This is an optimization exercise on Yosys and OpenROAD, whose aim is small area, a short achievable clock period and few clock cycles per item, not a production implementation. Function was not checked in any run shown here: the RTL went through the layout flow alone.

## flow/design.v (module list and top-level ports; edited modules follow where they fit)
// module mult: 2816 lines
// module mult_bsel: 10 lines
// module mult_fa: 10 lines
// module mult_rdy: 8 lines
// module mult_inc: 8 lines
// module mult_ha: 9 lines
// module mult_gpnn: 8 lines
// module mult_gpnnx: 11 lines
// module mult_gpnp: 8 lines
// module mult_gppn: 8 lines
// module mult_gppp: 8 lines
// module mult_gpppx: 11 lines
module mult #(
    parameter int INPUT_WIDTH = 32,
    parameter bit IS_SIGNED   = 1'b0
) (
    input logic aclk,
    input logic arst_n,
    input  logic [              1:0] in_tvalid,
    output logic [              1:0] in_tready,
    input  logic [2*INPUT_WIDTH-1:0] in_tdata,
    output logic                     out_tvalid,
    input  logic                     out_tready,
    output logic [2*INPUT_WIDTH-1:0] out_tdata
);
  // ...
==> flow/flow/run.sh <==
#!/bin/bash
# The standard layout with four changes to how it is made:
#  - flow/downsize.tcl (before floorplan) sets every combinational cell to the
#    smallest drive strength of its function; the repair steps size up what
#    the placed loads and timing need,
#  - buffers that synthesis inserted are removed at floorplan (the repair
#    steps buffer the placed nets instead),
#  - the port buffers start as buf_1 (repair sizes them up where needed),
#  - the timing repair keeps SETUP_SLACK_MARGIN ns of setup slack, so it
#    aims below the clock period.
# make's output goes to flow_make.log; each ORFS step logs under orfs/logs.
set -euo pipefail
here=$(pwd)
bash standard.sh SETUP_SLACK_MARGIN=6.2 REMOVE_ABC_BUFFERS=1 \
  "BUFFER_PORTS_ARGS=-buffer_cell sky130_fd_sc_hd__buf_1" \
  PRE_FLOORPLAN_TCL="$here/flow/downsize.tcl" finish > flow_make.log 2>&1
==> flow/flow/downsize.tcl <==
# Before floorplan: give every combinational cell the smallest drive strength
# of its function, so that repair_design and repair_timing size up only the
# cells that the placed design's loads and timing need. Registers, clock
# buffers, tie cells and physical cells are left as synthesis made them.
set dont_use {}
if {[info exists ::env(DONT_USE_CELLS)]} { set dont_use $::env(DONT_USE_CELLS) }
set db [ord::get_db]
set smallest [dict create]
foreach lib [$db getLibs] {
  foreach m [$lib getMasters] {
    set n [$m getName]
    if {![regexp {^(sky130_fd_sc_hd__[a-z0-9]+)_([0-9]+)$} $n -> base drv]} { continue }
    set skip 0
    foreach pat $dont_use { if {[string match $pat $n]} { set skip 1 } }
    if {$skip} { continue }
    set area [expr {[$m getWidth] * [$m getHeight]}]
    if {![dict exists $smallest $base] || $area < [lindex [dict get $smallest $base] 1]} {
      dict set smallest $base [list $m $area]
    }
  }
}
set swapped 0
foreach inst [[ord::get_db_block] getInsts] {
  set m [$inst getMaster]
  set n [$m getName]
  if {![regexp {^(sky130_fd_sc_hd__([a-z0-9]+))_([0-9]+)$} $n -> base short drv]} { continue }
  if {[regexp {^(df|edf|sdf|dl|clk|conb|tap|fill|decap|diode|lpflow)} $short]} { continue }
  if {![dict exists $smallest $base]} { continue }
  set new [lindex [dict get $smallest $base] 0]
  if {$new ne $m && [$new getName] ne $n} {
    if {[$inst swapMaster $new]} { incr swapped }
  }
}
puts "downsize: $swapped cells set to their smallest drive strength"
==> flow/standard.sh <==
#!/bin/bash
# synth_recipe.tcl (not shown) runs the flow's synth.tcl, then flattens the netlist and writes it again
# the make line also repeats each setting of config.mk as NAME=value (left out here)
make -C /OpenROAD-flow-scripts/flow DESIGN_CONFIG=/design/flow/config.mk WORK_HOME=/design/flow/orfs CLKGATE_MAP_FILE= SYNTH_SCRIPT=/design/flow/synth_recipe.tcl "${@:-finish}"
==> flow/config.mk <==
export PLATFORM = sky130hd
export DESIGN_NAME = mult
export DESIGN_NICKNAME = mult
export VERILOG_FILES = /design/flow/design.v
export SDC_FILE = /design/flow/constraint.sdc
export NUM_CORES = 4
export LEC_CHECK = 0
export ABC_AREA = 0
export CAP_MARGIN = 20
export CORE_MARGIN = 2
export CORE_UTILIZATION = 45
export PLACE_DENSITY = 0.65
export SLEW_MARGIN = 20
export SYNTH_HIERARCHICAL = 1
==> flow/constraint.sdc <==
create_clock -name core_clock -period 11.0 [get_ports {aclk}]
set_input_delay 2.2000 -clock core_clock [delete_from_list [all_inputs] [get_ports {aclk}]]
set_output_delay 2.2000 -clock core_clock [all_outputs]
set_load 0.01 [all_outputs]
==> run notes, run 1 <==
Tapcells - 837
Comb_multi_in - 2244
Non-CTS buffers - 259
Reg clk slew, reported paths - 0.07 ns
Multi-input combinational area share - 71.3%
Clock skew - 0.0205 ns
Remaining DRCs - 0
Routed wl met3 - 14700 um
Type of origin of the critical path - flip-flop
Rel. slew slack - 43.3%
Final HPWL DP - 62100 um
Crit path DAT - 2.76 ns
Hold slack - 0.492 ns
Gr usage total - 31.3%
Share of cells above drive strength 1 - 12.2%
Antenna diodes - 1
Most common cell after layout, fill and taps aside - xnor2_1
Largest regs - a (32), c_r (26), s_r (26)
Hold Crit Depth - 1
CTS sink cnt - 174
Crit-path max FO - 18
Crit path largest cell delay - 0.43 ns
CP required - 8.80 ns
DIE HEIGHT - 254 um
Setup_tns - 0 ns
Cell breakdown of the critical path - ha_4 > a21oi_4 > o21ai_2 > a21oi_2 > o21ai_4 > a21oi_4 > clkinvlp_4 > buf_6 > nand2_1 > xnor2_1 > buf_2
Max reg flops - 32
CTS tree - done
Min cycle time layout - 4.96 ns
Fin util - 53.7%
Outcome - no timing/DRC/antenna violations
Hold_sp - v1_r$_SDFF_PN0_
Final hold vios - 0
==> inputs of run 2 (changes only) <==
--- a/flow/design.v
+++ b/flow/design.v
@@ -2768,17 +2768,17 @@
     wire hag5_1419;
     mult_gppn u_hag5_1419 (.gh(hag4_1404), .ph(hap4_1405), .gl(hag3_1343), .g(hag5_1419));
     wire hag5_1420;
     mult_gppp u_hag5_1420 (.gh(hag4_1406), .ph(hap4_1407), .gl(hag4_1382), .g(hag5_1420));
     wire hag5_1421;
     mult_gppp u_hag5_1421 (.gh(hag4_1408), .ph(hap4_1409), .gl(hag4_1383), .g(hag5_1421));
     wire hag5_1422;
     mult_gppp u_hag5_1422 (.gh(hag4_1410), .ph(hap4_1411), .gl(hag4_1384), .g(hag5_1422));
-    wire mc = ~hag5_1422;
+    wire mcn = hag5_1422;     
     logic [63:46] hi_ones;     
     assign hi_ones[46] = 1'b1;
     assign hi_ones[47] = &hi_r[46:46];
     assign hi_ones[48] = &hi_r[47:46];
     assign hi_ones[49] = &hi_r[48:46];
     assign hi_ones[50] = &hi_r[49:46];
     assign hi_ones[51] = &hi_r[50:46];
     assign hi_ones[52] = &hi_r[51:46];
@@ -2789,34 +2789,34 @@
     assign hi_ones[57] = &hi_r[56:46];
     assign hi_ones[58] = &hi_r[57:46];
     assign hi_ones[59] = &hi_r[58:46];
     assign hi_ones[60] = &hi_r[59:46];
     assign hi_ones[61] = &hi_r[60:46];
     assign hi_ones[62] = &hi_r[61:46];
     assign hi_ones[63] = &hi_r[62:46];
     wire [63:46] hi_out;
-    mult_inc u_inc46 (.h(hi_r[46]), .o(hi_ones[46]), .c(mc), .y(hi_out[46]));
-    mult_inc u_inc47 (.h(hi_r[47]), .o(hi_ones[47]), .c(mc), .y(hi_out[47]));
-    mult_inc u_inc48 (.h(hi_r[48]), .o(hi_ones[48]), .c(mc), .y(hi_out[48]));
-    mult_inc u_inc49 (.h(hi_r[49]), .o(hi_ones[49]), .c(mc), .y(hi_out[49]));
-    mult_inc u_inc50 (.h(hi_r[50]), .o(hi_ones[50]), .c(mc), .y(hi_out[50]));
-    mult_inc u_inc51 (.h(hi_r[51]), .o(hi_ones[51]), .c(mc), .y(hi_out[51]));
-    mult_inc u_inc52 (.h(hi_r[52]), .o(hi_ones[52]), .c(mc), .y(hi_out[52]));
-    mult_inc u_inc53 (.h(hi_r[53]), .o(hi_ones[53]), .c(mc), .y(hi_out[53]));
-    mult_inc u_inc54 (.h(hi_r[54]), .o(hi_ones[54]), .c(mc), .y(hi_out[54]));
-    mult_inc u_inc55 (.h(hi_r[55]), .o(hi_ones[55]), .c(mc), .y(hi_out[55]));
-    mult_inc u_inc56 (.h(hi_r[56]), .o(hi_ones[56]), .c(mc), .y(hi_out[56]));
-    mult_inc u_inc57 (.h(hi_r[57]), .o(hi_ones[57]), .c(mc), .y(hi_out[57]));
-    mult_inc u_inc58 (.h(hi_r[58]), .o(hi_ones[58]), .c(mc), .y(hi_out[58]));
-    mult_inc u_inc59 (.h(hi_r[59]), .o(hi_ones[59]), .c(mc), .y(hi_out[59]));
-    mult_inc u_inc60 (.h(hi_r[60]), .o(hi_ones[60]), .c(mc), .y(hi_out[60]));
-    mult_inc u_inc61 (.h(hi_r[61]), .o(hi_ones[61]), .c(mc), .y(hi_out[61]));
-    mult_inc u_inc62 (.h(hi_r[62]), .o(hi_ones[62]), .c(mc), .y(hi_out[62]));
-    mult_inc u_inc63 (.h(hi_r[63]), .o(hi_ones[63]), .c(mc), .y(hi_out[63]));
+    mult_incn u_inc46 (.h(hi_r[46]), .o(hi_ones[46]), .cn(mcn), .y(hi_out[46]));
+    mult_incn u_inc47 (.h(hi_r[47]), .o(hi_ones[47]), .cn(mcn), .y(hi_out[47]));
+    mult_incn u_inc48 (.h(hi_r[48]), .o(hi_ones[48]), .cn(mcn), .y(hi_out[48]));
+    mult_incn u_inc49 (.h(hi_r[49]), .o(hi_ones[49]), .cn(mcn), .y(hi_out[49]));
+    mult_incn u_inc50 (.h(hi_r[50]), .o(hi_ones[50]), .cn(mcn), .y(hi_out[50]));
+    mult_incn u_inc51 (.h(hi_r[51]), .o(hi_ones[51]), .cn(mcn), .y(hi_out[51]));
+    mult_incn u_inc52 (.h(hi_r[52]), .o(hi_ones[52]), .cn(mcn), .y(hi_out[52]));
+    mult_incn u_inc53 (.h(hi_r[53]), .o(hi_ones[53]), .cn(mcn), .y(hi_out[53]));
+    mult_incn u_inc54 (.h(hi_r[54]), .o(hi_ones[54]), .cn(mcn), .y(hi_out[54]));
+    mult_incn u_inc55 (.h(hi_r[55]), .o(hi_ones[55]), .cn(mcn), .y(hi_out[55]));
+    mult_incn u_inc56 (.h(hi_r[56]), .o(hi_ones[56]), .cn(mcn), .y(hi_out[56]));
+    mult_incn u_inc57 (.h(hi_r[57]), .o(hi_ones[57]), .cn(mcn), .y(hi_out[57]));
+    mult_incn u_inc58 (.h(hi_r[58]), .o(hi_ones[58]), .cn(mcn), .y(hi_out[58]));
+    mult_incn u_inc59 (.h(hi_r[59]), .o(hi_ones[59]), .cn(mcn), .y(hi_out[59]));
+    mult_incn u_inc60 (.h(hi_r[60]), .o(hi_ones[60]), .cn(mcn), .y(hi_out[60]));
+    mult_incn u_inc61 (.h(hi_r[61]), .o(hi_ones[61]), .cn(mcn), .y(hi_out[61]));
+    mult_incn u_inc62 (.h(hi_r[62]), .o(hi_ones[62]), .cn(mcn), .y(hi_out[62]));
+    mult_incn u_inc63 (.h(hi_r[63]), .o(hi_ones[63]), .cn(mcn), .y(hi_out[63]));
     assign out_tdata  = {hi_out[63], hi_out[62], hi_out[61], hi_out[60], hi_out[59], hi_out[58], hi_out[57], hi_out[56], hi_out[55], hi_out[54], hi_out[53], hi_out[52], hi_out[51], hi_out[50], hi_out[49], hi_out[48], hi_out[47], hi_out[46], (hap0_25 ^ ~hag5_1421), (hap0_24 ^ ~hag5_1420), (hap0_23 ^ ~hag5_1419), (hap0_22 ^ ~hag5_1418), (hap0_21 ^ ~hag5_1417), (hap0_20 ^ ~hag5_1416), (hap0_19 ^ ~hag5_1415), (hap0_18 ^ ~hag5_1414), (hap0_17 ^ ~hag5_1413), (hap0_16 ^ ~hag5_1412), (hap0_15 ^ hag4_1389), (hap0_14 ^ hag4_1388), (hap0_13 ^ hag4_1387), (hap0_12 ^ hag4_1386), (hap0_11 ^ hag4_1385), (hap0_10 ^ hag4_1384), (hap0_9 ^ hag4_1383), (hap0_8 ^ hag4_1382), (hap0_7 ^ ~hag3_1343), (hap0_6 ^ ~hag3_1342), (hap0_5 ^ ~hag3_1341), (hap0_4 ^ ~hag3_1340), (hap0_3 ^ hag2_1293), (hap0_2 ^ hag2_1292), (hap0_1 ^ ~hag1_1241), (hap0_0 ^ lc_r), lo_r};
 endmodule
 module mult_bsel (
     input  logic one,
     input  logic two,
     input  logic neg,
     input  logic a1,
     input  logic a0,
@@ -2845,16 +2845,24 @@
 module mult_inc (
     input  logic h,
     input  logic o,
     input  logic c,
     output logic y
 );
     assign y = h ^ (c & o);
 endmodule
+module mult_incn (
+    input  logic h,
+    input  logic o,
+    input  logic cn,
+    output logic y
+);
+    assign y = h ^ (~cn & o);
+endmodule
 module mult_ha (
     input  logic a,
     input  logic b,
     output logic s,
     output logic co
 );
     assign s  = a ^ b;
     assign co = a & b;
==> run 2 against run 1 <==
Effect of this change:
- critical path type unchanged
- clock skew is 0.0080 ns higher
- setup slack better by 0.079 ns
- die area is 0.24% higher
- still clean on timing, DRC and antenna
- critical endpoint is now out_tdata[59]
- critical path depth stayed put
- wire length hardly changed
- core utilization is 1.6 points higher
- global-route usage is 0.58 points lower
- maximum frequency is 1.6% higher
- count of clock-buffer cells in the layout stayed put
- first-iteration DRC count is 1.8% higher
==> run notes, run 2 <==
Multi-input logic area - 24100 um2 (was 23600 um2)
Area of the die - 64500 um2 (was 64300 um2)
Core Box Area - 61700 um2 (was 61600 um2)
Root Driver - clkbuf_16 (unchanged)
GRT Max-Usage Layer - met2 (unchanged)
Crit path DAT - 2.68 ns (was 2.76 ns)
R2R depth - 16 (was 15)
Row Count - 91 (unchanged)
Unrepaired setup endpoints after global routing - yes (unchanged)
Post-Syn Instances - 2488 (was 2482)
Worst path buffer plus inverter count - 3 (unchanged)
Starting Density - 45.5% (about the same)
Port Buffers - 135 (unchanged)
Largest regs - a (32), c_r (26), s_r (26) (unchanged)
Min cycle time layout - 4.88 ns (was 4.96 ns)
CP required - 8.80 ns (about the same)
Max-cap violations - 0 (unchanged)
Final hold vios - 0 (unchanged)
R2R Setup Slk - 6.27 ns (was 6.24 ns)
Via density - 6.55 (about the same)
Met3 Resource Use GR - 8.96% (was 10.2%)
Max reg flops - 32 (unchanged)
Initial antenna violation count - 3 (was 0)
Crit-path max FO - 5 (was 18)
Period utilization - 44.4% (was 45.1%)
Reg clk slew, reported paths - 0.10 ns (was 0.07 ns)
Post-route design area - 34100 um2 (was 33100 um2)
Slowest CP cell - edfxtp_1 (unchanged)
First-pass GRT wire length - 149000 um (was 151000 um)
Global route overflow - 0 (unchanged)
Largest net degree at the start of global routing - 81 (unchanged)
Fillers - 5243 (was 5289)
CTS sink cnt - 174 (unchanged)
Pins over their slew limit - 0 (unchanged)
Routed via count - 23900 (was 23600)
DR pass1 iterations - 9 (unchanged)
Syn. warnings - 7 (unchanged)
Fin util - 55.2% (was 53.7%)
Die W - 254 um (about the same)
Met1 Resource Use GR - 40.6% (was 39.2%)
Final HPWL DP - 62100 um (about the same)
WHS Endpoint - room_r$_SDFF_PN1_ (unchanged)
Cell breakdown of the critical path - ha_4 > a21oi_4 > o21ai_2 > a21oi_2 > o21ai_4 > a21oi_4 > buf_12 > buf_12 > nand2b_4 > xnor2_2 > buf_2 (was ha_4 > a21oi_4 > o21ai_2 > a21oi_2 > o21ai_4 > a21oi_4 > clkinvlp_4 > buf_6 > nand2_1 > xnor2_1 > buf_2)
Rel. slew slack - 31.8% (was 43.3%)
Share of cells above drive strength 1 - 16.1% (was 12.2%)
Cell count after placement - 3537 (was 3527)
Hold_sp - v1_r$_SDFF_PN0_ (unchanged)
Hold Crit Depth - 1 (unchanged)
Post-route ant nets - 0 (unchanged)
Pre-CTS setup slack - 5.58 ns (was 5.35 ns)
Worst Setup Path Type - flip-flop to output pin (unchanged)
Fin worst setup slack - 6.12 ns (was 6.04 ns)
CTS Buffer Depth - 2 (unchanged)
Clock latency on the worst-skew pair - 0.52 ns (was 0.51 ns)
Most common cell after layout, fill and taps aside - xnor2_1 (unchanged)
Drt total wl - 102000 um (about the same)
Max Fclk - 0.205 GHz (was 0.202 GHz)
# setup viols final - 0 (unchanged)
Crit path max-delay family - compound AO/OA/AOI/OAI gates (unchanged)
Gr usage total - 30.7% (was 31.3%)
Reg2reg start - a[15]$_DFFE_PN_ (was a[16]$_DFFE_PN_)
Min-delay worst type - flip-flop to flip-flop (unchanged)
Gpl congestion - 0.943 (was 0.938)
Setup_tns - 0 ns (unchanged)
Biggest register - a (unchanged)
GR Util met2 - 46.6% (was 48.5%)
Remaining DRCs - 0 (unchanged)
Crit path largest cell delay - 0.43 ns (about the same)
H-tree depth - 4 (unchanged)
Outcome - no timing/DRC/antenna violations (unchanged)
Clock skew - 0.0285 ns (was 0.0205 ns)
Vias in the first global route - 25400 (was 25700)
Drt initial violations - 3364 (was 3304)
Most frequent cells in the layout - xnor2_1, fa_1, a22oi_1 (unchanged)
Routed len/inst - 28.0 um (was 28.4 um)
Final net count - 3439 (was 3395)
DP Area - 30300 um2 (was 30200 um2)
Crit path capture type - output pin (unchanged)
CTS tree - done (unchanged)
Worst r2r dst - lo_r[18]$_DFFE_PN_ (was hi_r[63]$_DFFE_PN_)
DIE HEIGHT - 254 um (about the same)
Type of origin of the critical path - flip-flop (unchanged)
Final Non-Filler Cells - 3647 (was 3603)
Number of buffers created by CTS - 17 (unchanged)
Least-Margin Pin Slew - 1.02 ns (was 0.850 ns)
IO Pins - 136 (unchanged)
Storage cell area - 5190 um2 (unchanged)
Cts hold-fix bufs - 0 (unchanged)
==> run 2: metrics by stage <==
| step | hold slack [ns] |
|---|---|
| 5_1_grt | 0.556 |
| 6_report | 0.484 |
| 2_1_floorplan | 0.440 |
| 3_5_place_dp | 0.478 |
| 3_3_place_gp | 0.452 |
| 4_1_cts | 0.485 |
==> run 2: area by class of cell <==
type,count,share of cell area (%)
Multi-Input combinational cell,2249,70.7
Sequential cell,174,15.2
Timing Repair Buffer,297,8.48
Tap cell,837,3.07
Clock buffer,17,1.25
Clock inverter,15,0.650
Inverter,57,0.632
Antenna cell,1,0.00734
==> run 2: per-layer routing <==
metal / vias up / wire length, um
met1: 11900 / 38500
met5: - / 19
met2: 1893 / 44400
met3: 406 / 14300
li1: 9633 / -
met4: 4 / 5040
==> run 2: worst max-delay path by stage <==
stage	start	end	slack [ns]	cells after the start
after floorplan	btop$_DFFE_PN_	hi_r[62]$_DFFE_PN_	5.33	12
after global placement	neg[5]$_DFFE_PN_	hi_r[62]$_DFFE_PN_	5.69	13
after detailed placement	neg[5]$_DFFE_PN_	hi_r[62]$_DFFE_PN_	5.58	13
after CTS	c_r[23]$_DFFE_PN_	out_tdata[48]	6.10	11
after global routing	s_r[35]$_DFFE_PN_	out_tdata[36]	6.04	8
final	s_r[25]$_DFFE_PN_	out_tdata[59]	6.12	11
==> run 2: repair_timing <==
action                     CTS  global route
cloned                       2            15
buffers inserted            24            36
gates resized for setup    248           311
setup endpoints to repair   58            55
pin swaps                   26            55
==> run 2: worst register-to-register path, cell delays in order, from the launching register on <==
cell and delay (ns):
edfxtp_1 0.43, buf_12 0.19, buf_6 0.18, a22oi_2 0.15
xnor2_1 0.16, fa_1 0.48, fa_1 0.48, fa_2 0.59
fa_2 0.44, ha_1 0.29, ha_2 0.32, a21oi_2 0.20
o21ai_0 0.11, a21oi_1 0.14, o21ai_0 0.11, a21oi_1 0.15
xnor2_1 0.08

==> port drivers added, routing unchanged <==
In the flow no input, the clock included, has a driving cell. The finished layouts below were timed again as built, in two steps.
Step 1 sets driving cells, clkbuf_16 on the clock port and buf_2 on the other inputs (assumed; they add their load-dependent delay and slew).
Step 2 adds t to the input delays and takes it off the output delays; t is the mean of the earliest and latest rising clock arrival at the registers after step 1. Input paths then give back, and output paths get back, about the clock's delay inside the block.
a / b / c = ideal ports / drivers / drivers and shift; a / b = the first two.
run | t (ns) | setup WS [ns] | hold slack, ns | worst slew at a driven data input, ns
run 1 | 0.567 | 6.041 / 5.972 / 6.172 | 0.492 / 0.492 / 0.492 | 0.06
run 2 | 0.567 | 6.121 / 6.057 / 6.166 | 0.484 / 0.484 / 0.484 | 0.07
After both steps setup and hold are still met in every run listed.
